Source: an optimization exercise on an open RTL-to-GDS flow (aim: small area and a short achievable clock period). Production flows keep margins and buffers that such runs may drop.
Function was checked by simulation only, so behaviour that the tests miss may differ from the original.
No activity file was given, so power comes from the tool's default toggle rates.

## flow/standard.sh

```bash
#!/bin/bash
# synth_recipe.tcl (not shown) runs the flow's synth.tcl, then flattens the netlist and writes it again
# the make line also repeats each setting of config.mk as NAME=value (left out here)
make -C /OpenROAD-flow-scripts/flow DESIGN_CONFIG=/design/flow/config.mk WORK_HOME=/design/flow/orfs CLKGATE_MAP_FILE= SYNTH_SCRIPT=/design/flow/synth_recipe.tcl "${@:-finish}"
```

## flow/config.mk

```make
export PLATFORM = sky130hd
export DESIGN_NAME = encoder_3c1s_18x18
export DESIGN_NICKNAME = encoder_3c1s_18x18
export VERILOG_FILES = /design/flow/design.v
export SDC_FILE = /design/flow/constraint.sdc
export NUM_CORES = 4
export LEC_CHECK = 0
export CAP_MARGIN = 20
export CORE_MARGIN = 2
export CORE_UTILIZATION = 40
export SLEW_MARGIN = 20
```

## flow/design.v

```verilog
module TNS_encoder_12(
    input wire [10:0] datain,
    input wire clock,
    output reg [11:0] codeout
    );
    wire [11:0] code_wire;
    TNS_core core(.datain(datain), .r_bit({codeout[11], codeout[8], codeout[5], codeout[2]}), .code_wire(code_wire));
    always @(posedge clock) codeout <= code_wire;
endmodule
module TNS_core(datain, r_bit, code_wire);
  input [10:0] datain;
  input [3:0] r_bit;
  output [11:0] code_wire;
  wire n_new_n100;
  wire n_new_n101;
  wire n_new_n102;
  wire n_new_n103;
  wire n_new_n104;
  wire n_new_n106;
  wire n_new_n107;
  wire n_new_n108;
  wire n_new_n109;
  wire n_new_n110;
  wire n_new_n112;
  wire n_new_n113;
  wire n_new_n114;
  wire n_new_n116;
  wire n_new_n117;
  wire n_new_n118;
  wire n_new_n119;
  wire n_new_n120;
  wire n_new_n121;
  wire n_new_n122;
  wire n_new_n123;
  wire n_new_n124;
  wire n_new_n125;
  wire n_new_n126;
  wire n_new_n127;
  wire n_new_n128;
  wire n_new_n129;
  wire n_new_n130;
  wire n_new_n131;
  wire n_new_n132;
  wire n_new_n133;
  wire n_new_n134;
  wire n_new_n135;
  wire n_new_n136;
  wire n_new_n137;
  wire n_new_n138;
  wire n_new_n139;
  wire n_new_n140;
  wire n_new_n141;
  wire n_new_n142;
  wire n_new_n143;
  wire n_new_n144;
  wire n_new_n145;
  wire n_new_n146;
  wire n_new_n147;
  wire n_new_n148;
  wire n_new_n149;
  wire n_new_n150;
  wire n_new_n151;
  wire n_new_n152;
  wire n_new_n153;
  wire n_new_n154;
  wire n_new_n155;
  wire n_new_n156;
  wire n_new_n157;
  wire n_new_n158;
  wire n_new_n159;
  wire n_new_n160;
  wire n_new_n161;
  wire n_new_n162;
  wire n_new_n163;
  wire n_new_n164;
  wire n_new_n165;
  wire n_new_n166;
  wire n_new_n167;
  wire n_new_n168;
  wire n_new_n169;
  wire n_new_n170;
  wire n_new_n171;
  wire n_new_n172;
  wire n_new_n173;
  wire n_new_n174;
  wire n_new_n175;
  wire n_new_n176;
  wire n_new_n177;
  wire n_new_n178;
  wire n_new_n179;
  wire n_new_n180;
  wire n_new_n181;
  wire n_new_n182;
  wire n_new_n183;
  wire n_new_n184;
  wire n_new_n185;
  wire n_new_n186;
  wire n_new_n187;
  wire n_new_n188;
  wire n_new_n189;
  wire n_new_n190;
  wire n_new_n191;
  wire n_new_n192;
  wire n_new_n193;
  wire n_new_n194;
  wire n_new_n195;
  wire n_new_n196;
  wire n_new_n197;
  wire n_new_n198;
  wire n_new_n199;
  wire n_new_n200;
  wire n_new_n201;
  wire n_new_n202;
  wire n_new_n203;
  wire n_new_n204;
  wire n_new_n205;
  wire n_new_n206;
  wire n_new_n207;
  wire n_new_n208;
  wire n_new_n209;
  wire n_new_n210;
  wire n_new_n211;
  wire n_new_n212;
  wire n_new_n213;
  wire n_new_n214;
  wire n_new_n215;
  wire n_new_n216;
  wire n_new_n217;
  wire n_new_n218;
  wire n_new_n219;
  wire n_new_n221;
  wire n_new_n222;
  wire n_new_n224;
  wire n_new_n225;
  wire n_new_n227;
  wire n_new_n228;
  wire n_new_n229;
  wire n_new_n230;
  wire n_new_n231;
  wire n_new_n232;
  wire n_new_n233;
  wire n_new_n234;
  wire n_new_n235;
  wire n_new_n236;
  wire n_new_n237;
  wire n_new_n238;
  wire n_new_n239;
  wire n_new_n240;
  wire n_new_n241;
  wire n_new_n242;
  wire n_new_n243;
  wire n_new_n244;
  wire n_new_n245;
  wire n_new_n246;
  wire n_new_n247;
  wire n_new_n248;
  wire n_new_n249;
  wire n_new_n250;
  wire n_new_n251;
  wire n_new_n252;
  wire n_new_n253;
  wire n_new_n254;
  wire n_new_n255;
  wire n_new_n256;
  wire n_new_n257;
  wire n_new_n258;
  wire n_new_n259;
  wire n_new_n260;
  wire n_new_n261;
  wire n_new_n262;
  wire n_new_n263;
  wire n_new_n264;
  wire n_new_n266;
  wire n_new_n267;
  wire n_new_n268;
  wire n_new_n270;
  wire n_new_n272;
  wire n_new_n273;
  wire n_new_n274;
  wire n_new_n275;
  wire n_new_n276;
  wire n_new_n277;
  wire n_new_n278;
  wire n_new_n279;
  wire n_new_n28;
  wire n_new_n280;
  wire n_new_n282;
  wire n_new_n284;
  wire n_new_n29;
  wire n_new_n30;
  wire n_new_n31;
  wire n_new_n32;
  wire n_new_n33;
  wire n_new_n34;
  wire n_new_n35;
  wire n_new_n36;
  wire n_new_n37;
  wire n_new_n38;
  wire n_new_n39;
  wire n_new_n40;
  wire n_new_n41;
  wire n_new_n42;
  wire n_new_n43;
  wire n_new_n44;
  wire n_new_n45;
  wire n_new_n46;
  wire n_new_n47;
  wire n_new_n48;
  wire n_new_n49;
  wire n_new_n50;
  wire n_new_n51;
  wire n_new_n52;
  wire n_new_n53;
  wire n_new_n54;
  wire n_new_n55;
  wire n_new_n56;
  wire n_new_n57;
  wire n_new_n58;
  wire n_new_n59;
  wire n_new_n60;
  wire n_new_n61;
  wire n_new_n62;
  wire n_new_n63;
  wire n_new_n64;
  wire n_new_n65;
  wire n_new_n66;
  wire n_new_n67;
  wire n_new_n68;
  wire n_new_n69;
  wire n_new_n70;
  wire n_new_n71;
  wire n_new_n72;
  wire n_new_n73;
  wire n_new_n74;
  wire n_new_n75;
  wire n_new_n76;
  wire n_new_n77;
  wire n_new_n78;
  wire n_new_n79;
  wire n_new_n80;
  wire n_new_n81;
  wire n_new_n82;
  wire n_new_n83;
  wire n_new_n84;
  wire n_new_n85;
  wire n_new_n86;
  wire n_new_n87;
  wire n_new_n88;
  wire n_new_n89;
  wire n_new_n90;
  wire n_new_n91;
  wire n_new_n92;
  wire n_new_n93;
  wire n_new_n94;
  wire n_new_n95;
  wire n_new_n96;
  wire n_new_n97;
  wire n_new_n98;
  wire n_new_n99;
  assign n_new_n28 = (datain[1] & datain[4]);
  assign n_new_n29 = (~datain[1] & ~datain[4]);
  assign n_new_n30 = (~n_new_n28 & ~n_new_n29);
  assign n_new_n31 = (~datain[0] & ~datain[3]);
  assign n_new_n32 = (datain[0] & datain[3]);
  assign n_new_n33 = (datain[2] & ~n_new_n29);
  assign n_new_n34 = (~n_new_n32 & ~n_new_n33);
  assign n_new_n35 = (~n_new_n31 & ~n_new_n34);
  assign n_new_n36 = (n_new_n30 & n_new_n35);
  assign n_new_n37 = (~n_new_n28 & ~n_new_n36);
  assign n_new_n38 = (datain[2] & ~n_new_n37);
  assign n_new_n39 = (~n_new_n31 & ~n_new_n32);
  assign n_new_n40 = (~n_new_n38 & n_new_n39);
  assign n_new_n41 = (n_new_n38 & ~n_new_n39);
  assign n_new_n42 = (~n_new_n40 & ~n_new_n41);
  assign n_new_n43 = (datain[7] & datain[10]);
  assign n_new_n44 = (datain[6] & datain[9]);
  assign n_new_n45 = (~datain[5] & ~datain[8]);
  assign n_new_n46 = (~datain[6] & ~datain[9]);
  assign n_new_n47 = (~n_new_n45 & ~n_new_n46);
  assign n_new_n48 = (~n_new_n44 & ~n_new_n47);
  assign n_new_n49 = (n_new_n43 & ~n_new_n48);
  assign n_new_n50 = (datain[5] & datain[8]);
  assign n_new_n51 = (~n_new_n45 & ~n_new_n50);
  assign n_new_n52 = (~datain[7] & ~datain[10]);
  assign n_new_n53 = (~n_new_n48 & ~n_new_n52);
  assign n_new_n54 = (~n_new_n43 & ~n_new_n53);
  assign n_new_n55 = (n_new_n51 & n_new_n54);
  assign n_new_n56 = (~n_new_n45 & ~n_new_n55);
  assign n_new_n57 = (n_new_n43 & n_new_n50);
  assign n_new_n58 = (n_new_n56 & ~n_new_n57);
  assign n_new_n59 = (datain[9] & ~n_new_n58);
  assign n_new_n60 = (~datain[9] & n_new_n56);
  assign n_new_n61 = (~n_new_n59 & ~n_new_n60);
  assign n_new_n62 = (~n_new_n49 & ~n_new_n61);
  assign n_new_n63 = (~datain[6] & ~n_new_n62);
  assign n_new_n64 = (datain[6] & ~n_new_n61);
  assign n_new_n65 = (~n_new_n63 & ~n_new_n64);
  assign n_new_n66 = (n_new_n42 & ~n_new_n65);
  assign n_new_n67 = (~n_new_n42 & n_new_n65);
  assign n_new_n68 = (~n_new_n66 & ~n_new_n67);
  assign n_new_n69 = (~datain[2] & n_new_n37);
  assign n_new_n70 = (~n_new_n38 & ~n_new_n69);
  assign n_new_n71 = (datain[8] & ~n_new_n43);
  assign n_new_n72 = (n_new_n44 & n_new_n50);
  assign n_new_n73 = (~n_new_n71 & n_new_n72);
  assign n_new_n74 = (~n_new_n51 & ~n_new_n73);
  assign n_new_n75 = (~n_new_n54 & n_new_n74);
  assign n_new_n76 = (~n_new_n55 & ~n_new_n75);
  assign n_new_n77 = (~n_new_n70 & n_new_n76);
  assign n_new_n78 = (n_new_n70 & ~n_new_n76);
  assign n_new_n79 = (n_new_n49 & ~n_new_n72);
  assign n_new_n80 = (~n_new_n46 & n_new_n50);
  assign n_new_n81 = (~n_new_n44 & n_new_n52);
  assign n_new_n82 = (~n_new_n80 & n_new_n81);
  assign n_new_n83 = (n_new_n54 & ~n_new_n82);
  assign n_new_n84 = (~n_new_n79 & ~n_new_n83);
  assign n_new_n85 = (~n_new_n30 & ~n_new_n35);
  assign n_new_n86 = (~n_new_n36 & ~n_new_n85);
  assign n_new_n87 = (n_new_n84 & ~n_new_n86);
  assign n_new_n88 = (~n_new_n66 & ~n_new_n87);
  assign n_new_n89 = (~n_new_n78 & ~n_new_n88);
  assign n_new_n90 = (~n_new_n84 & n_new_n86);
  assign n_new_n91 = (n_new_n89 & ~n_new_n90);
  assign n_new_n92 = (n_new_n77 & n_new_n91);
  assign n_new_n93 = (r_bit[0] & n_new_n67);
  assign n_new_n94 = (n_new_n87 & ~n_new_n93);
  assign n_new_n95 = (n_new_n78 & ~n_new_n94);
  assign n_new_n96 = (~n_new_n92 & ~n_new_n95);
  assign n_new_n97 = (~n_new_n68 & n_new_n96);
  assign n_new_n98 = (~n_new_n89 & ~n_new_n90);
  assign n_new_n99 = (~n_new_n67 & n_new_n77);
  assign n_new_n100 = (~n_new_n66 & ~n_new_n99);
  assign n_new_n101 = (~r_bit[0] & ~n_new_n100);
  assign n_new_n102 = (n_new_n98 & n_new_n101);
  assign n_new_n103 = (n_new_n68 & ~n_new_n96);
  assign n_new_n104 = (~n_new_n102 & ~n_new_n103);
  assign code_wire[0] = ~((~n_new_n97 & n_new_n104));
  assign n_new_n106 = (n_new_n89 & n_new_n90);
  assign n_new_n107 = (~n_new_n94 & ~n_new_n106);
  assign n_new_n108 = (~n_new_n100 & ~n_new_n107);
  assign n_new_n109 = (n_new_n98 & ~n_new_n101);
  assign n_new_n110 = (n_new_n107 & n_new_n109);
  assign code_wire[1] = (~n_new_n108 & ~n_new_n110);
  assign n_new_n112 = (~n_new_n77 & ~n_new_n91);
  assign n_new_n113 = (~n_new_n95 & n_new_n112);
  assign n_new_n114 = (~n_new_n92 & ~n_new_n102);
  assign code_wire[2] = (~n_new_n113 & n_new_n114);
  assign n_new_n116 = (~datain[8] & datain[10]);
  assign n_new_n117 = (n_new_n46 & n_new_n116);
  assign n_new_n118 = (datain[6] & n_new_n51);
  assign n_new_n119 = (~n_new_n117 & ~n_new_n118);
  assign n_new_n120 = (~datain[7] & ~n_new_n119);
  assign n_new_n121 = (~datain[7] & datain[9]);
  assign n_new_n122 = (~datain[10] & ~n_new_n121);
  assign n_new_n123 = (datain[5] & datain[7]);
  assign n_new_n124 = (~datain[8] & ~n_new_n123);
  assign n_new_n125 = (n_new_n122 & n_new_n124);
  assign n_new_n126 = (~datain[5] & datain[6]);
  assign n_new_n127 = (n_new_n116 & ~n_new_n126);
  assign n_new_n128 = (~n_new_n125 & ~n_new_n127);
  assign n_new_n129 = (datain[6] & ~n_new_n128);
  assign n_new_n130 = (~n_new_n120 & ~n_new_n129);
  assign n_new_n131 = (n_new_n46 & n_new_n123);
  assign n_new_n132 = (datain[10] & n_new_n44);
  assign n_new_n133 = (~n_new_n123 & n_new_n132);
  assign n_new_n134 = (~n_new_n131 & ~n_new_n133);
  assign n_new_n135 = (datain[8] & ~n_new_n134);
  assign n_new_n136 = (datain[8] & ~datain[10]);
  assign n_new_n137 = (datain[7] & datain[9]);
  assign n_new_n138 = (~datain[5] & ~n_new_n137);
  assign n_new_n139 = (n_new_n136 & ~n_new_n138);
  assign n_new_n140 = (n_new_n45 & ~n_new_n122);
  assign n_new_n141 = (~n_new_n139 & ~n_new_n140);
  assign n_new_n142 = (~datain[6] & ~n_new_n141);
  assign n_new_n143 = (~n_new_n135 & ~n_new_n142);
  assign n_new_n144 = (n_new_n130 & n_new_n143);
  assign n_new_n145 = (datain[4] & ~n_new_n144);
  assign n_new_n146 = (~datain[3] & ~n_new_n38);
  assign n_new_n147 = (datain[3] & n_new_n38);
  assign n_new_n148 = (~n_new_n146 & ~n_new_n147);
  assign n_new_n149 = (~datain[6] & datain[8]);
  assign n_new_n150 = (datain[6] & ~datain[8]);
  assign n_new_n151 = (n_new_n123 & ~n_new_n150);
  assign n_new_n152 = (~n_new_n149 & n_new_n151);
  assign n_new_n153 = (~n_new_n140 & ~n_new_n152);
  assign n_new_n154 = (~datain[10] & ~n_new_n153);
  assign n_new_n155 = (~n_new_n71 & ~n_new_n116);
  assign n_new_n156 = (datain[5] & ~datain[6]);
  assign n_new_n157 = (~datain[10] & ~n_new_n156);
  assign n_new_n158 = (~datain[7] & ~n_new_n126);
  assign n_new_n159 = (~n_new_n157 & n_new_n158);
  assign n_new_n160 = (~datain[9] & ~n_new_n159);
  assign n_new_n161 = (~n_new_n155 & n_new_n160);
  assign n_new_n162 = (datain[9] & n_new_n126);
  assign n_new_n163 = (datain[8] & datain[9]);
  assign n_new_n164 = (~n_new_n46 & ~n_new_n163);
  assign n_new_n165 = (~n_new_n162 & n_new_n164);
  assign n_new_n166 = (~datain[5] & ~datain[7]);
  assign n_new_n167 = (~n_new_n131 & ~n_new_n166);
  assign n_new_n168 = (~n_new_n165 & n_new_n167);
  assign n_new_n169 = (datain[10] & n_new_n168);
  assign n_new_n170 = (~n_new_n161 & ~n_new_n169);
  assign n_new_n171 = (~n_new_n154 & n_new_n170);
  assign n_new_n172 = (n_new_n148 & n_new_n171);
  assign n_new_n173 = (~n_new_n146 & ~n_new_n172);
  assign n_new_n174 = (~datain[4] & n_new_n144);
  assign n_new_n175 = (~n_new_n145 & ~n_new_n174);
  assign n_new_n176 = (n_new_n173 & n_new_n175);
  assign n_new_n177 = (~n_new_n145 & ~n_new_n176);
  assign n_new_n178 = (~n_new_n44 & ~n_new_n163);
  assign n_new_n179 = (~n_new_n117 & n_new_n178);
  assign n_new_n180 = (n_new_n166 & ~n_new_n179);
  assign n_new_n181 = (~n_new_n127 & ~n_new_n156);
  assign n_new_n182 = (n_new_n137 & ~n_new_n181);
  assign n_new_n183 = (datain[7] & ~datain[9]);
  assign n_new_n184 = (datain[6] & n_new_n183);
  assign n_new_n185 = (~n_new_n51 & n_new_n184);
  assign n_new_n186 = (~n_new_n182 & ~n_new_n185);
  assign n_new_n187 = (~n_new_n180 & n_new_n186);
  assign n_new_n188 = (n_new_n168 & n_new_n179);
  assign n_new_n189 = (n_new_n44 & ~n_new_n152);
  assign n_new_n190 = (n_new_n136 & n_new_n189);
  assign n_new_n191 = (~datain[8] & ~datain[9]);
  assign n_new_n192 = (datain[6] & ~n_new_n43);
  assign n_new_n193 = (n_new_n191 & n_new_n192);
  assign n_new_n194 = (datain[5] & n_new_n193);
  assign n_new_n195 = (~n_new_n190 & ~n_new_n194);
  assign n_new_n196 = (~n_new_n188 & n_new_n195);
  assign n_new_n197 = (n_new_n187 & n_new_n196);
  assign n_new_n198 = (n_new_n177 & n_new_n197);
  assign n_new_n199 = (~n_new_n173 & ~n_new_n175);
  assign n_new_n200 = (~n_new_n176 & ~n_new_n199);
  assign n_new_n201 = (~n_new_n148 & ~n_new_n171);
  assign n_new_n202 = (~n_new_n172 & ~n_new_n201);
  assign n_new_n203 = (~n_new_n112 & n_new_n202);
  assign n_new_n204 = (n_new_n200 & ~n_new_n203);
  assign n_new_n205 = (n_new_n112 & ~n_new_n202);
  assign n_new_n206 = (n_new_n198 & ~n_new_n205);
  assign n_new_n207 = (n_new_n204 & ~n_new_n206);
  assign n_new_n208 = (~r_bit[1] & ~n_new_n207);
  assign n_new_n209 = (~n_new_n177 & ~n_new_n197);
  assign n_new_n210 = (~n_new_n204 & ~n_new_n209);
  assign n_new_n211 = (~n_new_n208 & ~n_new_n210);
  assign n_new_n212 = (n_new_n198 & ~n_new_n211);
  assign n_new_n213 = (~n_new_n200 & ~n_new_n205);
  assign n_new_n214 = (n_new_n209 & ~n_new_n213);
  assign n_new_n215 = (~n_new_n208 & n_new_n214);
  assign n_new_n216 = (~n_new_n212 & ~n_new_n215);
  assign n_new_n217 = (~n_new_n203 & ~n_new_n205);
  assign n_new_n218 = (n_new_n216 & n_new_n217);
  assign n_new_n219 = (~n_new_n216 & ~n_new_n217);
  assign code_wire[3] = (~n_new_n218 & ~n_new_n219);
  assign n_new_n221 = (~n_new_n211 & ~n_new_n213);
  assign n_new_n222 = (~n_new_n200 & n_new_n218);
  assign code_wire[4] = ~((~n_new_n221 & ~n_new_n222));
  assign n_new_n224 = (~n_new_n198 & ~n_new_n210);
  assign n_new_n225 = (~n_new_n215 & n_new_n224);
  assign code_wire[5] = (~n_new_n212 & ~n_new_n225);
  assign n_new_n227 = (n_new_n187 & n_new_n189);
  assign n_new_n228 = (n_new_n186 & ~n_new_n193);
  assign n_new_n229 = (~n_new_n123 & ~n_new_n228);
  assign n_new_n230 = (~datain[6] & datain[7]);
  assign n_new_n231 = (~datain[8] & ~n_new_n230);
  assign n_new_n232 = (~datain[5] & datain[7]);
  assign n_new_n233 = (n_new_n46 & ~n_new_n232);
  assign n_new_n234 = (~n_new_n231 & n_new_n233);
  assign n_new_n235 = (~datain[6] & datain[9]);
  assign n_new_n236 = (n_new_n166 & n_new_n235);
  assign n_new_n237 = (~n_new_n234 & ~n_new_n236);
  assign n_new_n238 = (~n_new_n229 & n_new_n237);
  assign n_new_n239 = (~n_new_n227 & n_new_n238);
  assign n_new_n240 = (~n_new_n224 & n_new_n239);
  assign n_new_n241 = (~datain[5] & ~n_new_n231);
  assign n_new_n242 = (~n_new_n239 & n_new_n241);
  assign n_new_n243 = (datain[8] & n_new_n230);
  assign n_new_n244 = (~n_new_n125 & ~n_new_n150);
  assign n_new_n245 = (~n_new_n232 & ~n_new_n244);
  assign n_new_n246 = (datain[5] & ~datain[7]);
  assign n_new_n247 = (~n_new_n163 & n_new_n246);
  assign n_new_n248 = (~n_new_n245 & ~n_new_n247);
  assign n_new_n249 = (~n_new_n243 & n_new_n248);
  assign n_new_n250 = (~n_new_n242 & n_new_n249);
  assign n_new_n251 = (~n_new_n240 & n_new_n250);
  assign n_new_n252 = (n_new_n224 & ~n_new_n239);
  assign n_new_n253 = (~n_new_n121 & ~n_new_n183);
  assign n_new_n254 = (~r_bit[2] & ~n_new_n253);
  assign n_new_n255 = (~n_new_n252 & n_new_n254);
  assign n_new_n256 = (n_new_n251 & ~n_new_n255);
  assign n_new_n257 = (~n_new_n149 & ~n_new_n248);
  assign n_new_n258 = (n_new_n253 & n_new_n257);
  assign n_new_n259 = (~n_new_n253 & ~n_new_n257);
  assign n_new_n260 = (~n_new_n258 & ~n_new_n259);
  assign n_new_n261 = (~n_new_n256 & ~n_new_n260);
  assign n_new_n262 = (~n_new_n240 & ~n_new_n252);
  assign n_new_n263 = (~n_new_n261 & n_new_n262);
  assign n_new_n264 = (n_new_n261 & ~n_new_n262);
  assign code_wire[6] = (~n_new_n263 & ~n_new_n264);
  assign n_new_n266 = (~n_new_n240 & n_new_n260);
  assign n_new_n267 = (~n_new_n250 & ~n_new_n252);
  assign n_new_n268 = (~n_new_n266 & n_new_n267);
  assign code_wire[7] = (~n_new_n256 & ~n_new_n268);
  assign n_new_n270 = (n_new_n251 & n_new_n253);
  assign code_wire[8] = (~n_new_n261 & ~n_new_n270);
  assign n_new_n272 = (~n_new_n251 & ~n_new_n257);
  assign n_new_n273 = (~datain[7] & n_new_n272);
  assign n_new_n274 = (~n_new_n191 & ~n_new_n273);
  assign n_new_n275 = (datain[10] & ~r_bit[3]);
  assign n_new_n276 = (~n_new_n274 & ~n_new_n275);
  assign n_new_n277 = (~datain[8] & n_new_n273);
  assign n_new_n278 = (n_new_n137 & ~n_new_n272);
  assign n_new_n279 = (~n_new_n163 & ~n_new_n278);
  assign n_new_n280 = (~n_new_n277 & n_new_n279);
  assign code_wire[9] = (~n_new_n276 & n_new_n280);
  assign n_new_n282 = (~n_new_n274 & n_new_n275);
  assign code_wire[10] = ~((n_new_n280 & ~n_new_n282));
  assign n_new_n284 = (~datain[9] & code_wire[10]);
  assign code_wire[11] = (datain[10] & ~n_new_n284);
endmodule
module encoder_3c1s_18x18(datain, clock, codeout);
    input wire [219:0] datain;
    input wire clock;
    output wire [239:0] codeout;
    TNS_encoder_12 ecoder01( .datain(datain[10:0]), .clock(clock), .codeout(codeout[11:0]) );
    TNS_encoder_12 ecoder02( .datain(datain[21:11]), .clock(clock), .codeout(codeout[23:12]) );
    TNS_encoder_12 ecoder03( .datain(datain[32:22]), .clock(clock), .codeout(codeout[35:24]) );
    TNS_encoder_12 ecoder04( .datain(datain[43:33]), .clock(clock), .codeout(codeout[47:36]) );
    TNS_encoder_12 ecoder05( .datain(datain[54:44]), .clock(clock), .codeout(codeout[59:48]) );
    TNS_encoder_12 ecoder06( .datain(datain[65:55]), .clock(clock), .codeout(codeout[71:60]) );
    TNS_encoder_12 ecoder07( .datain(datain[76:66]), .clock(clock), .codeout(codeout[83:72]) );
    TNS_encoder_12 ecoder08( .datain(datain[87:77]), .clock(clock), .codeout(codeout[95:84]) );
    TNS_encoder_12 ecoder09( .datain(datain[98:88]), .clock(clock), .codeout(codeout[107:96]) );
    TNS_encoder_12 ecoder10( .datain(datain[109:99]), .clock(clock), .codeout(codeout[119:108]) );
    TNS_encoder_12 ecoder11( .datain(datain[120:110]), .clock(clock), .codeout(codeout[131:120]) );
    TNS_encoder_12 ecoder12( .datain(datain[131:121]), .clock(clock), .codeout(codeout[143:132]) );
    TNS_encoder_12 ecoder13( .datain(datain[142:132]), .clock(clock), .codeout(codeout[155:144]) );
    TNS_encoder_12 ecoder14( .datain(datain[153:143]), .clock(clock), .codeout(codeout[167:156]) );
    TNS_encoder_12 ecoder15( .datain(datain[164:154]), .clock(clock), .codeout(codeout[179:168]) );
    TNS_encoder_12 ecoder16( .datain(datain[175:165]), .clock(clock), .codeout(codeout[191:180]) );
    TNS_encoder_12 ecoder17( .datain(datain[186:176]), .clock(clock), .codeout(codeout[203:192]) );
    TNS_encoder_12 ecoder18( .datain(datain[197:187]), .clock(clock), .codeout(codeout[215:204]) );
    TNS_encoder_12 ecoder19( .datain(datain[208:198]), .clock(clock), .codeout(codeout[227:216]) );
    TNS_encoder_12 ecoder20( .datain(datain[219:209]), .clock(clock), .codeout(codeout[239:228]) );
endmodule
```

## flow/flow/regnames.py

```python
"""Give the registers of our own synthesis netlist the names the standard synthesis gave them,
pairing them by the net each register drives. Exits 1 if the registers cannot be paired one to one
with the same cell types."""
import re, sys
std_path, own_path, out_path = sys.argv[1:4]
pat = re.compile(r'^\s*(sky130_fd_sc_hd__df\w+)\s+(\\\S+|\S+)\s*\((.*?)\);', re.S | re.M)
def regs(text):
    d = {}
    for m in pat.finditer(text):
        q = re.search(r'\.Q\(\s*(\\\S+\s|[^()\s]+)\s*\)', m.group(3))
        if not q:
            sys.exit('no Q pin on %s' % m.group(2))
        d[q.group(1).strip()] = (m.group(1), m.group(2), m.start(2), m.end(2))
    return d
std = open(std_path).read()
own = open(own_path).read()
rs, ro = regs(std), regs(own)
if set(rs) != set(ro) or len(rs) != len(ro):
    sys.exit('register Q nets differ: %d std, %d own' % (len(rs), len(ro)))
edits = []
for q, (cell, name, a, b) in ro.items():
    scell, sname = rs[q][0], rs[q][1]
    if scell != cell:
        sys.exit('cell type differs for %s: %s vs %s' % (q, scell, cell))
    if not sname.startswith('\\'):
        sys.exit('unexpected std name %s' % sname)
    edits.append((a, b, sname + ' '))
for a, b, s in sorted(edits, reverse=True):
    own = own[:a] + s + own[b:]
open(out_path, 'w').write(own)
print('renamed %d registers' % len(edits))
```

## flow/flow/run.sh

```bash
#!/bin/bash
# Own layout flow. The standard synthesis runs first, for reference. Then our own synthesis of
# the same RTL: Yosys's generic synthesis (no fsm/share passes, flattened) without its adder
# extraction, and a light ABC mapping that keeps the structure of the logic as the RTL gives it.
# Its registers are renamed to the standard synthesis's names (paired by the port each drives,
# same cell types), and it replaces the standard netlist if that pairing succeeds. Then the standard flow's
# standard layout runs from floorplan on, with buf_2 cells as the port buffers (the output
# ones become buf_1 after global placement) and a setup margin for the repair steps.
set -euo pipefail
W=$(pwd)
R=$W/orfs/results/$FLOW_PLATFORM/encoder_3c1s_18x18/base
YOSYS=yosys
[ -x "$FLOW_HOME/../tools/install/yosys/bin/yosys" ] && YOSYS=$FLOW_HOME/../tools/install/yosys/bin/yosys
LIB=$FLOW_HOME/platforms/$FLOW_PLATFORM/lib/sky130_fd_sc_hd__tt_025C_1v80.lib

bash standard.sh synth > std_synth.log 2>&1
cp $R/1_2_yosys.v $W/std_1_2_yosys.v

DU=""
for c in $(sed -n '/^export DONT_USE_CELLS/,/^$/p' $FLOW_HOME/platforms/$FLOW_PLATFORM/config.mk | grep -o 'sky130_fd_sc_hd__[a-z0-9_]*'); do
  DU="$DU -dont_use $c"
done
cat > $W/own_synth.ys <<EOT
read_verilog -sv $FLOW_DESIGN
synth -flatten -nofsm -noshare -noabc -top $FLOW_TOP
opt -purge
dfflibmap -liberty $LIB $DU
opt
abc -script $W/flow/map.abc -liberty $LIB $DU -D 12000
opt_clean -purge
hilomap -singleton -hicell sky130_fd_sc_hd__conb_1 HI -locell sky130_fd_sc_hd__conb_1 LO
splitnets
opt_clean -purge
rename -hide w:* x:* %d
stat -liberty $LIB
write_verilog -noattr -nohex -nodec $W/own_1_2_yosys.v
EOT
if $YOSYS -s $W/own_synth.ys > own_synth.log 2>&1 && \
   python3 $W/flow/regnames.py $W/std_1_2_yosys.v $W/own_1_2_yosys.v $W/own_named_1_2_yosys.v > regnames.log 2>&1; then
  echo "using own synthesis" > synth_choice.log
  cp $W/own_named_1_2_yosys.v $R/1_2_yosys.v
  touch $R/1_2_yosys.v
else
  echo "own synthesis failed or registers differ; keeping the standard netlist" > synth_choice.log
fi
export BUFFER_PORTS_ARGS="-buffer_cell sky130_fd_sc_hd__buf_2"
# ask the repair steps for more setup slack than the constraints need, to shorten the period
export SETUP_SLACK_MARGIN=7.6
export POST_GLOBAL_PLACE_TCL=$W/flow/post_gpl.tcl
# clock tree as the standard flow builds it (its own buffer choice), without dummy loads
export CTS_ARGS="-sink_clustering_enable -repair_clock_nets -dont_use_dummy_load"
bash standard.sh > layout.log 2>&1
```

## flow/constraint.sdc

```tcl
create_clock -name core_clock -period 12.0 [get_ports {clock}]
set_input_delay 2.4000 -clock core_clock [delete_from_list [all_inputs] [get_ports {clock}]]
set_output_delay 2.4000 -clock core_clock [all_outputs]
set_load 0.01 [all_outputs]
```

## flow/flow/map.abc

```
strash; dch -f; map; topo; stime -c; buffer -c; upsize -c; dnsize -c
```

## flow/flow/post_gpl.tcl

```tcl
# Runs after global placement (POST_GLOBAL_PLACE_TCL). The output ports have setup slack to
# spare, so their port buffers become the smallest buffer; detailed placement legalizes later.
set n 0
foreach inst [get_cells output*] {
  if { [get_property $inst ref_name] == "sky130_fd_sc_hd__buf_2" } {
    replace_cell $inst sky130_fd_sc_hd__buf_1
    incr n
  }
}
puts "post_gpl: $n output port buffers set to sky130_fd_sc_hd__buf_1"
```

==> key figures, run 1 <==
Run status
  • Outcome: timing/DRC/antenna clean

Clock network
  • Clk latency of the worst-skew pair: about 0.56 ns
  • Hold buffer count at CTS: 0
  • Num CTS Buffers: 37
  • CTS tree: done
  • CTS Buffer Depth: 3
  • Clock sink count: 240
  • Root Buffer: clkbuf_16
  • Reg clk slew, reported paths: approximately 0.060 ns
  • CTS H-tree lvls: 2

Hold path
  • Cells on Worst Hold Path: 3
  • Worst Min Path Start: ecoder02.codeout[8]
  • Hold Crit Class: flop to flop

Yosys
  • Synth Cell Area: approximately 28000 sq um
  • Cells after synthesis: between 4k and 5k
  • Post-Syn Area per Cell: roughly 6.3 sq um
  • Syn_nets: 4721
  • Yosys warnings: 1

Layout
  • Layout cells sized above 1: between 20% and 30%
  • Area grow syn2layout: 23.0%
  • Commonest non-fill, non-tap cells in the layout: nand2_1 (990), nor2_1 (493), inv_1 (405)
  • Post-layout util: 49.6%
  • Commonest non-fill, non-tap cell in the layout: nand2_1
  • NumNets Final: 5279

Detailed routing
  • Vias after detailed routing: between 30k and 40k
  • Remaining antenna violation count: 0
  • Initial DRC Count: ~2.7k
  • DR pass1 iterations: 8
  • Routed len/inst: ~15 um
  • Remaining DRCs: 0
  • Final WL: around 90000 um
  • Via density: approximately 5.6

Placed design
  • Post-place setup slack: slightly above 7 ns
  • PortBufs: 460
  • Detail Placement HPWL: roughly 70000 um

Power
  • Leakage: ~16 nW
  • Peak supply drop: roughly 0.12 mV
  • Total power divided by cell area: around 130 nW/um^2

STA
  • Pins Over Slew Limit: 0
  • Worst Slack Setup Final: about 7.7 ns
  • Final setup violating endpoints: 0
  • Max Clock Freq: 231 MHz
  • Worst Skew: between 0.02 and 0.03 ns
  • Setup TNS: 0 ns
  • Rel. slew slack: between 60% and 70%
  • RSZ-0062 raised after global routing: yes
  • Final Hold Violating Endpoints: 0
  • Actual slew at the worst max-slew pin: between 0.5 and 0.6 ns
  • Period utilization: approximately 36%
  • Final hold slack: between 0.5 and 0.6 ns
  • Post-layout min period: 4.33 ns

Setup path
  • Worst setup path end: ecoder11.codeout[11]
  • Reg2reg setup slack: around 11 ns
  • Worst r2r src: ecoder05.codeout[2]
  • Startpoint types: primary input
  • Crit path launch: datain[118]
  • Crit. End Element: flop
  • Max FO, Critical Path: 14
  • Required time of the worst setup path: 12.47 ns
  • R2R depth: 6
  • Worst Path Class, Setup: primary input to flop
  • Reg2reg end: ecoder05.codeout[0]
  • Critical path arrival: around 4.8 ns

Global routing
  • Grt ovf: 0
  • First-pass GRT wire length: between 100000 and 150000 um
  • Largest net degree at the start of global routing: 18
  • Vias in the first global route: approximately 30k
  • Initial antenna violation count: 14
  • Tot GR Track Use: a little under a quarter

Floorplan
  • Core area: 69900 sq um
  • Starting Density: between 40% and 50%
  • Die Wd: about 270 um
  • Top Ports: 461
  • Die height: between 200 and 300 um
  • Row cnt: between 90 and 100
  • Die area: about 73000 sq um

Run
  • Max_cap viols: 0
## layout make-up
cell class	count	area, sq um
timing repair buffer	539	2950
fill	7243	35200
tap	940	1180
sequential	240	4800
clock buffer	37	926
inverter	563	2310
antenna	3	7.51
multi-input combinational	3677	22500
## worst max-delay path, stage by stage
cell      delay, ns
clkbuf_4       0.20
nor2_4         0.16
nand2_1        0.10
nand3_1        0.14
a31oi_1        0.15
o211ai_1       0.28
nand4_1        0.19
nand2_2        0.16
a31oi_4        0.12
o21bai_4       0.18
a21oi_4        0.10
o21bai_4       0.14
nand2_1        0.08
a21oi_2        0.14
o211ai_1       0.12
a21oi_1        0.13
## how the worst min path moves through the flow
| stage | to | slack [ns] |
|---|---|---|
| 3_3_place_gp | ecoder03.codeout[7] | 0.56 |
| 5_1_grt | ecoder19.codeout[7] | 0.61 |
| 3_5_place_dp | ecoder03.codeout[7] | 0.56 |
| 6_report | ecoder02.codeout[7] | 0.58 |
| 4_1_cts | ecoder03.codeout[7] | 0.56 |
| 2_1_floorplan | ecoder13.codeout[7] | 0.61 |
## per-layer routing
| metal | vias to the layer above | share of wire, % | routed length [um] | GRT usage, % |
|---|---|---|---|---|
| li1 | 17100 | - | - | - |
| met1 | 15100 | 43 | 38800 | 29.2 |
| met2 | 1224 | 47 | 42500 | 38.3 |
| met3 | 185 | 7.4 | 6700 | 4.92 |
| met4 | 22 | 2.9 | 2650 | 7.00 |
| met5 | - | 0.16 | 147 | 0 |
## stage by stage
stage | instances | total power (W) | cell area, sq um
after global routing | 5997 | 0.00492 | 34700
after CTS | 5917 | 0.00442 | 32100
after global placement | 5880 | 0.00352 | 31500
after floorplan | 4500 | 0.00277 | 28200
final | 5999 | 0.00457 | 34700
after detailed placement | 5880 | 0.00345 | 31200
## where the power goes
group	leakage, nW	internal (W)	switching [W]	total [W]
clock	0.456	0.000537	0.000390	0.000927
sequential	2.02	0.00109	0.000145	0.00124
combinational	13.4	0.000891	0.00151	0.00240
total	15.9	0.00252	0.00204	0.00457
## what timing repair did
action / CTS / global route
buffers inserted: 0 / 79
pin swaps: 0 / 154
setup endpoints to repair: 1 / 154
gates resized for setup: 1 / 547
==> inputs of run 2 (changes only) <==
--- a/flow/flow/run.sh
+++ b/flow/flow/run.sh
@@ -47,6 +47,6 @@
 # ask the repair steps for more setup slack than the constraints need, to shorten the period
 export SETUP_SLACK_MARGIN=7.6
 export POST_GLOBAL_PLACE_TCL=$W/flow/post_gpl.tcl
-# clock tree as the standard flow builds it (its own buffer choice), without dummy loads
-export CTS_ARGS="-sink_clustering_enable -repair_clock_nets -dont_use_dummy_load"
+# clock tree as the standard flow builds it, with the buffers of config.mk and no dummy loads
+export CTS_ARGS="-sink_clustering_enable -repair_clock_nets -dont_use_dummy_load -buf_list {sky130_fd_sc_hd__clkbuf_1 sky130_fd_sc_hd__clkbuf_2}"
 bash standard.sh > layout.log 2>&1
--- a/flow/config.mk
+++ b/flow/config.mk
@@ -8,4 +8,5 @@
 export CAP_MARGIN = 20
 export CORE_MARGIN = 2
 export CORE_UTILIZATION = 40
+export CTS_BUF_LIST = sky130_fd_sc_hd__clkbuf_1 sky130_fd_sc_hd__clkbuf_2
 export SLEW_MARGIN = 20
==> run 2 against run 1 <==
Effect of this change: largest cell class unchanged; first-iteration DRC count rose by 1.5%; highest routed layer unchanged; sequential share of layout area rose by 1.3 points; still clean; utilization fell by 4.3 points.
==> key figures, run 2 <==
Layout
  • Commonest non-fill, non-tap cells in the layout: nand2_1 (1042), nor2_1 (502), inv_1 (414) (was nand2_1 (990), nor2_1 (493), inv_1 (405))
  • Commonest non-fill, non-tap cell in the layout: nand2_1 (unchanged)
  • NumNets Final: 5243 (was 5279)
  • Layout cells sized above 1: 16.0% (was 20.9%)
  • Area grow syn2layout: 12.3% (was 23.0%)
  • FF/Latch Area: 4800 sq um (unchanged)
  • Area of the multi-input gates: 21100 sq um (was 22500 sq um)
  • # fillers: 7538 (was 7243)

Floorplan
  • Row cnt: 97 (unchanged)
  • Die height: 269 um (unchanged)
  • Die area: 72600 sq um (unchanged)
  • Starting Density: 40.3% (unchanged)
  • Die Wd: 269 um (unchanged)
  • Core area: 69900 sq um (unchanged)
  • Top Ports: 461 (unchanged)

STA
  • Final setup violating endpoints: 0 (unchanged)
  • Final Hold Violating Endpoints: 0 (unchanged)
  • Worst Skew: 0.0759 ns (was 0.0286 ns)
  • Final hold slack: 0.550 ns (was 0.579 ns)
  • Rel. slew slack: 48.8% (was 61.9%)
  • Period utilization: 34.2% (was 36.1%)
  • Pins Over Slew Limit: 0 (unchanged)
  • Actual slew at the worst max-slew pin: 0.758 ns (was 0.563 ns)
  • Max Clock Freq: 244 MHz (was 231 MHz)
  • Post-layout min period: 4.10 ns (was 4.33 ns)
  • RSZ-0062 raised after global routing: no (was yes)
  • Setup TNS: 0 ns (unchanged)

Clock network
  • Reg clk slew, reported paths: 0.08 ns (was 0.06 ns)
  • CTS-repair resized insts: 0 (was 1)
  • CTS Buffer Depth: 3 (unchanged)
  • Num CTS Buffers: 80 (was 37)
  • CTS H-tree lvls: 3 (was 2)
  • Root Buffer: clkbuf_2 (was clkbuf_16)
  • CTS tree: done (unchanged)
  • Post-CTS setup repair buffer count: 0 (unchanged)
  • Clock sink count: 240 (unchanged)
  • Clk latency of the worst-skew pair: 1.05 ns (was 0.56 ns)
  • Hold buffer count at CTS: 0 (unchanged)

Hold path
  • Hold Crit Class: flop to flop (unchanged)
  • Worst Hold Path EP: ecoder03.codeout[7] (was ecoder02.codeout[7])
  • Cells on Worst Hold Path: 3 (unchanged)
  • Worst Min Path Start: ecoder03.codeout[8] (was ecoder02.codeout[8])

Run status
  • Outcome: timing/DRC/antenna clean (unchanged)

Setup path
  • R2R depth: 6 (unchanged)
  • Reg2reg setup slack: 10.79 ns (was 10.78 ns)
  • Critical path arrival: 1.70 ns (was 4.79 ns)
  • Reg2reg end: ecoder05.codeout[0] (unchanged)
  • Crit. End Element: primary output (was flop)
  • Worst r2r src: ecoder05.codeout[2] (unchanged)
  • Max FO, Critical Path: 2 (was 14)
  • CP cell instances: buf_1 (was clkbuf_4, nor2_4, nand2_1, nand3_1, a31oi_1, o211ai_1, nand4_1, nand2_2, a31oi_4, o21bai_4, a21oi_4, o21bai_4, nand2_1, a21oi_2, o211ai_1, a21oi_1)
  • Critical path's top delay family: flip-flops (was compound AO/OA/AOI/OAI gates)
  • Startpoint types: flop (was primary input)
  • Number of stages on the worst setup path: 1 (was 16)
  • Worst Path Class, Setup: flop to primary output (was primary input to flop)
  • Slowest cell delay on critical path: 0.34 ns (was 0.28 ns)
  • Buf/Inv on CP: 1 (unchanged)
  • Required time of the worst setup path: 9.60 ns (was 12.47 ns)
  • Slowest library cell on the worst path: dfxtp_1 (was o211ai_1)

Detailed routing
  • Initial DRC Count: 2706 (was 2667)
  • Routed len/inst: 14.7 um (was 15.1 um)
  • Vias after detailed routing: 33.3k (was 33.6k)
  • Remaining DRCs: 0 (unchanged)
  • Via density: 5.57 (was 5.61)
  • Final WL: 87900 um (was 90800 um)
  • Remaining antenna violation count: 0 (unchanged)
  • DR pass1 iterations: 6 (was 8)

Placed design
  • Detail Placement HPWL: 70100 um (unchanged)
  • PortBufs: 460 (unchanged)

Global routing
  • Grt ovf: 0 (unchanged)
  • Vias in the first global route: 30.0k (was 29.7k)
  • Initial antenna violation count: 22 (was 14)
  • First-pass GRT wire length: 144000 um (was 143000 um)
  • Tot GR Track Use: 23.0% (was 22.8%)
  • Largest net degree at the start of global routing: 18 (unchanged)

Yosys
  • Synth Cell Area: 28200 sq um (unchanged)
  • Post-Syn Area per Cell: 6.26 sq um (unchanged)
  • Yosys warnings: 1 (unchanged)
  • Cells after synthesis: 4500 (unchanged)
  • Syn_nets: 4721 (unchanged)

Run
  • Max_cap viols: 0 (unchanged)

Power
  • Total power divided by cell area: 126 nW/um^2 (was 132 nW/um^2)
  • Leakage: 15.0 nW (was 15.9 nW)
  • Peak supply drop: 0.101 mV (was 0.122 mV)
[run 2: worst max-delay path by stage]
stage	from	endpoint	slack, ns
3_3_place_gp	datain[96]	ecoder09.codeout[11]	7.05
4_1_cts	ecoder05.codeout[5]	codeout[53]	7.68
2_1_floorplan	datain[204]	ecoder19.codeout[6]	7.72
5_1_grt	ecoder05.codeout[5]	codeout[53]	7.66
6_report	ecoder05.codeout[5]	codeout[53]	7.90
3_5_place_dp	datain[96]	ecoder09.codeout[11]	7.05
[run 2: final cells by class]
type / count / share of cell area [%]
Clock buffer: 80 / 1.27
Multi-Input combinational cell: 3677 / 66.6
Sequential cell: 240 / 15.2
Tap cell: 940 / 3.72
Antenna cell: 13 / 0.103
Timing Repair Buffer: 460 / 6.33
Inverter: 563 / 6.79
[run 2: metrics by stage]
| stage | util (%) | instances | setup WS [ns] | total power (W) | instance area, sq um |
|---|---|---|---|---|---|
| 6_report | 45.3 | 5973 | 7.90 | 0.00399 | 31600 |
| 5_1_grt | 45.3 | 5970 | 7.66 | 0.00436 | 31600 |
| 4_1_cts | 45.2 | 5960 | 7.68 | 0.00404 | 31600 |
| 3_5_place_dp | 44.7 | 5880 | 7.05 | 0.00345 | 31200 |
| 3_3_place_gp | 45.1 | 5880 | 7.05 | 0.00352 | 31500 |
| 2_1_floorplan | - | 4500 | 7.72 | 0.00277 | 28200 |
[run 2: per-layer routing]
| metal | share of wire, % | up-vias | GRT usage, % |
|---|---|---|---|
| met4 | 3.4 | 20 | 9.23 |
| met5 | 0.16 | - | 0 |
| met1 | 43 | 14800 | 28.9 |
| li1 | - | 17000 | - |
| met2 | 45 | 1255 | 37.5 |
| met3 | 8.3 | 220 | 5.84 |
[run 2: power by group]
group	total [W]	switching (W)	internal, W
logic	0.00221	0.00143	0.000780
registers	0.00124	0.000146	0.00109
clock network	0.000547	0.000375	0.000172
==> inputs of run 3 (changes only) <==
--- a/flow/flow/run.sh
+++ b/flow/flow/run.sh
@@ -5,7 +5,7 @@
 # Its registers are renamed to the standard synthesis's names (paired by the port each drives,
 # same cell types), and it replaces the standard netlist if that pairing succeeds. Then the standard flow's
 # standard layout runs from floorplan on, with buf_2 cells as the port buffers (the output
-# ones become buf_1 after global placement) and a setup margin for the repair steps.
+# ones become buf_1 after global placement).
 set -euo pipefail
 W=$(pwd)
 R=$W/orfs/results/$FLOW_PLATFORM/encoder_3c1s_18x18/base
@@ -44,9 +44,5 @@
   echo "own synthesis failed or registers differ; keeping the standard netlist" > synth_choice.log
 fi
 export BUFFER_PORTS_ARGS="-buffer_cell sky130_fd_sc_hd__buf_2"
-# ask the repair steps for more setup slack than the constraints need, to shorten the period
-export SETUP_SLACK_MARGIN=7.6
 export POST_GLOBAL_PLACE_TCL=$W/flow/post_gpl.tcl
-# clock tree as the standard flow builds it, with the buffers of config.mk and no dummy loads
-export CTS_ARGS="-sink_clustering_enable -repair_clock_nets -dont_use_dummy_load -buf_list {sky130_fd_sc_hd__clkbuf_1 sky130_fd_sc_hd__clkbuf_2}"
 bash standard.sh > layout.log 2>&1
--- a/flow/config.mk
+++ b/flow/config.mk
@@ -8,5 +8,4 @@
 export CAP_MARGIN = 20
 export CORE_MARGIN = 2
 export CORE_UTILIZATION = 40
-export CTS_BUF_LIST = sky130_fd_sc_hd__clkbuf_1 sky130_fd_sc_hd__clkbuf_2
 export SLEW_MARGIN = 20
==> run 3 against run 2 <==
Effect of this change: still clean; critical path depth up 14; hold slack gained 0.014 ns; first-iteration DRC count increased by 1.1%.
==> key figures, run 3 <==
Layout
  • Layout cells sized above 1: 15.7% (was 16.0%)
  • Commonest non-fill, non-tap cells in the layout: nand2_1 (1042), nor2_1 (502), inv_1 (414) (unchanged)
  • Area grow syn2layout: 15.6% (was 12.3%)
  • Post-route cell area: 32600 sq um (was 31600 sq um)
  • Commonest non-fill, non-tap cell in the layout: nand2_1 (unchanged)
  • NumNets Final: 5200 (was 5243)
  • Post-route insts no fill: 5957 (was 5973)
  • Post-layout util: 46.6% (was 45.3%)

Floorplan
  • Top Ports: 461 (unchanged)
  • Die height: 269 um (unchanged)
  • Die Wd: 269 um (unchanged)
  • Die area: 72600 sq um (unchanged)
  • Core area: 69900 sq um (unchanged)
  • Starting Density: 40.3% (unchanged)
  • Row cnt: 97 (unchanged)

Yosys
  • Cells after synthesis: 4500 (unchanged)
  • Syn_nets: 4721 (unchanged)
  • Post-Syn Area per Cell: 6.26 sq um (unchanged)
  • Yosys warnings: 1 (unchanged)
  • Synth Cell Area: 28200 sq um (unchanged)

Clock network
  • Clock sink count: 240 (unchanged)
  • Root Buffer: clkbuf_16 (was clkbuf_2)
  • Hold buffer count at CTS: 0 (unchanged)
  • CTS-repair resized insts: 0 (unchanged)
  • Post-CTS setup repair buffer count: 0 (unchanged)
  • CTS Buffer Depth: 3 (unchanged)
  • Clk latency of the worst-skew pair: 0.56 ns (was 1.05 ns)
  • Reg clk slew, reported paths: 0.05 ns (was 0.08 ns)
  • CTS H-tree lvls: 2 (was 3)
  • CTS tree: done (unchanged)
  • Num CTS Buffers: 37 (was 80)

Global routing
  • Grt ovf: 0 (unchanged)
  • Top Usage Layer GRT: met2 (unchanged)
  • First-pass GRT wire length: 144000 um (about the same)
  • Largest net degree at the start of global routing: 18 (unchanged)
  • Met2 Use GR: 38.4% (was 37.5%)
  • Tot GR Track Use: 22.9% (was 23.0%)
  • GRT met3 Usage: 4.92% (was 5.84%)
  • Met1 Use GR: 29.2% (was 28.9%)
  • Initial antenna violation count: 19 (was 22)
  • Vias in the first global route: 29.8k (was 30.0k)

Setup path
  • Worst r2r src: ecoder05.codeout[2] (unchanged)
  • Crit. End Element: flop (was primary output)
  • Worst Path Class, Setup: primary input to flop (was flop to primary output)
  • Required time of the worst setup path: 12.48 ns (was 9.60 ns)
  • R2R depth: 6 (unchanged)
  • Startpoint types: primary input (was flop)
  • Max FO, Critical Path: 14 (was 2)
  • Reg2reg end: ecoder05.codeout[0] (unchanged)
  • Reg2reg setup slack: 10.78 ns (was 10.79 ns)
  • Critical path arrival: 4.90 ns (was 1.70 ns)

STA
  • Actual slew at the worst max-slew pin: 0.747 ns (was 0.758 ns)
  • Worst Skew: 0.0139 ns (was 0.0759 ns)
  • Max Clock Freq: 226 MHz (was 244 MHz)
  • Worst Slack Setup Final: 7.58 ns (was 7.90 ns)
  • Final setup violating endpoints: 0 (unchanged)
  • Post-layout min period: 4.42 ns (was 4.10 ns)
  • Setup TNS: 0 ns (unchanged)
  • Period utilization: 36.8% (was 34.2%)
  • RSZ-0062 raised after global routing: no (unchanged)
  • Pins Over Slew Limit: 0 (unchanged)
  • Rel. slew slack: 49.5% (was 48.8%)
  • Final Hold Violating Endpoints: 0 (unchanged)

Power
  • Peak supply drop: 0.135 mV (was 0.101 mV)
  • Total power divided by cell area: 143 nW/um^2 (was 126 nW/um^2)
  • Leakage: 15.3 nW (was 15.0 nW)

Run status
  • Outcome: timing/DRC/antenna clean (unchanged)

Placed design
  • Post-place setup slack: 7.05 ns (unchanged)
  • Area after DPL: 31200 sq um (unchanged)
  • Placed cells: 5880 (unchanged)
  • PortBufs: 460 (unchanged)
  • Detail Placement HPWL: 70100 um (unchanged)

Detailed routing
  • Via density: 5.55 (was 5.57)
  • Remaining DRCs: 0 (unchanged)
  • Initial DRC Count: 2737 (was 2706)
  • Remaining antenna violation count: 0 (unchanged)
  • DR pass1 iterations: 8 (was 6)
  • Routed len/inst: 14.7 um (about the same)
  • Final WL: 87600 um (was 87900 um)
  • Vias after detailed routing: 33.1k (was 33.3k)

Run
  • Max_cap viols: 0 (unchanged)

Hold path
  • Worst Hold Path EP: ecoder03.codeout[7] (unchanged)
  • Worst Min Path Start: ecoder03.codeout[8] (unchanged)
  • Cells on Worst Hold Path: 3 (unchanged)
  • Hold Crit Class: flop to flop (unchanged)
-- run 3: per-stage QoR --
step                hold WS (ns)  power (W)
detailed placement         0.561    0.00345
global route               0.614    0.00502
floorplan                  0.606    0.00277
global placement           0.561    0.00352
CTS                        0.563    0.00470
finish                     0.564    0.00465
-- run 3: power by group --
part           switching, W  internal [W]
clock              0.000447      0.000760
combinational       0.00143      0.000780
sequential         0.000145       0.00109
-- run 3: cell type report --
| class | instances | area [sq um] |
|---|---|---|
| repair buffers | 460 | 2000 |
| multi-input cells | 3677 | 21100 |
| well taps | 940 | 1180 |
| clock buffers | 50 | 1080 |
| fillers | 7402 | 37300 |
| diodes | 9 | 22.5 |
| flip-flops and latches | 240 | 4800 |
| inverters | 563 | 2150 |
| clock inverters | 18 | 260 |
-- run 3: how the worst max path moves through the flow --
| stage | from | end | slack (ns) | cells after the start |
|---|---|---|---|---|
| after floorplan | datain[204] | ecoder19.codeout[6] | 7.72 | 12 |
| after global placement | datain[96] | ecoder09.codeout[11] | 7.05 | 16 |
| after detailed placement | datain[96] | ecoder09.codeout[11] | 7.05 | 16 |
| after CTS | datain[96] | ecoder09.codeout[11] | 7.62 | 16 |
| after global routing | datain[50] | ecoder05.codeout[11] | 7.26 | 17 |
| final | datain[149] | ecoder14.codeout[11] | 7.58 | 15 |
-- run 3: layer usage --
metal / vias up / part of all wire, %
met2: 1265 / 46
met3: 176 / 7.7
met5: - / 0.17
met1: 14700 / 44
met4: 22 / 2.8
li1: 16900 / -
-- run 3: critical path: stages --
cell      delay, ns
buf_2          0.25
inv_2          0.12
nand2_1        0.19
nand2_1        0.09
nor2_1         0.14
o21a_1         0.14
a21oi_1        0.06
nand3b_1       0.30
a31oi_4        0.30
o21bai_4       0.09
a21oi_4        0.21
o21bai_2       0.10
a31oi_1        0.22
o211ai_1       0.14
a21oi_1        0.14

-- re-timing with driven ports --
In the flow no input, the clock included, has a driving cell. The finished layouts below were timed again as built, in two steps. Step 1 sets driving cells, clkbuf_16 on the clock port and buf_2 on the other inputs (assumed; they add their load-dependent delay and slew). Step 2 times the ports against the registers' clock, not the clock port: input delays grow and output delays shrink by t, the midpoint of the rising clock arrivals with the driver on. a / b / c = ideal / step 1 / step 2; a / b = the first two.
| run | t (ns) | setup slack, ns | hold WS [ns] | worst data-port slew with drivers (ns) | pins driven straight from the clock port |
|---|---|---|---|---|---|
| run 1 | 0.611 | 7.672 / 7.695 / 7.084 | 0.579 / 0.579 / 0.579 | 0.10 | 1 |
| run 2 | 1.041 | 7.900 / 7.839 / 6.938 | 0.550 / 0.550 / 0.550 | 0.11 | 1 |
| run 3 | 0.619 | 7.582 / 7.557 / 6.938 | 0.564 / 0.564 / 0.564 | 0.10 | 1 |
After both steps setup and hold are still met in every run listed. For run 2, which loses most, drivers alone change the setup slack by -0.061 ns; drivers and shift together by -0.962 ns.
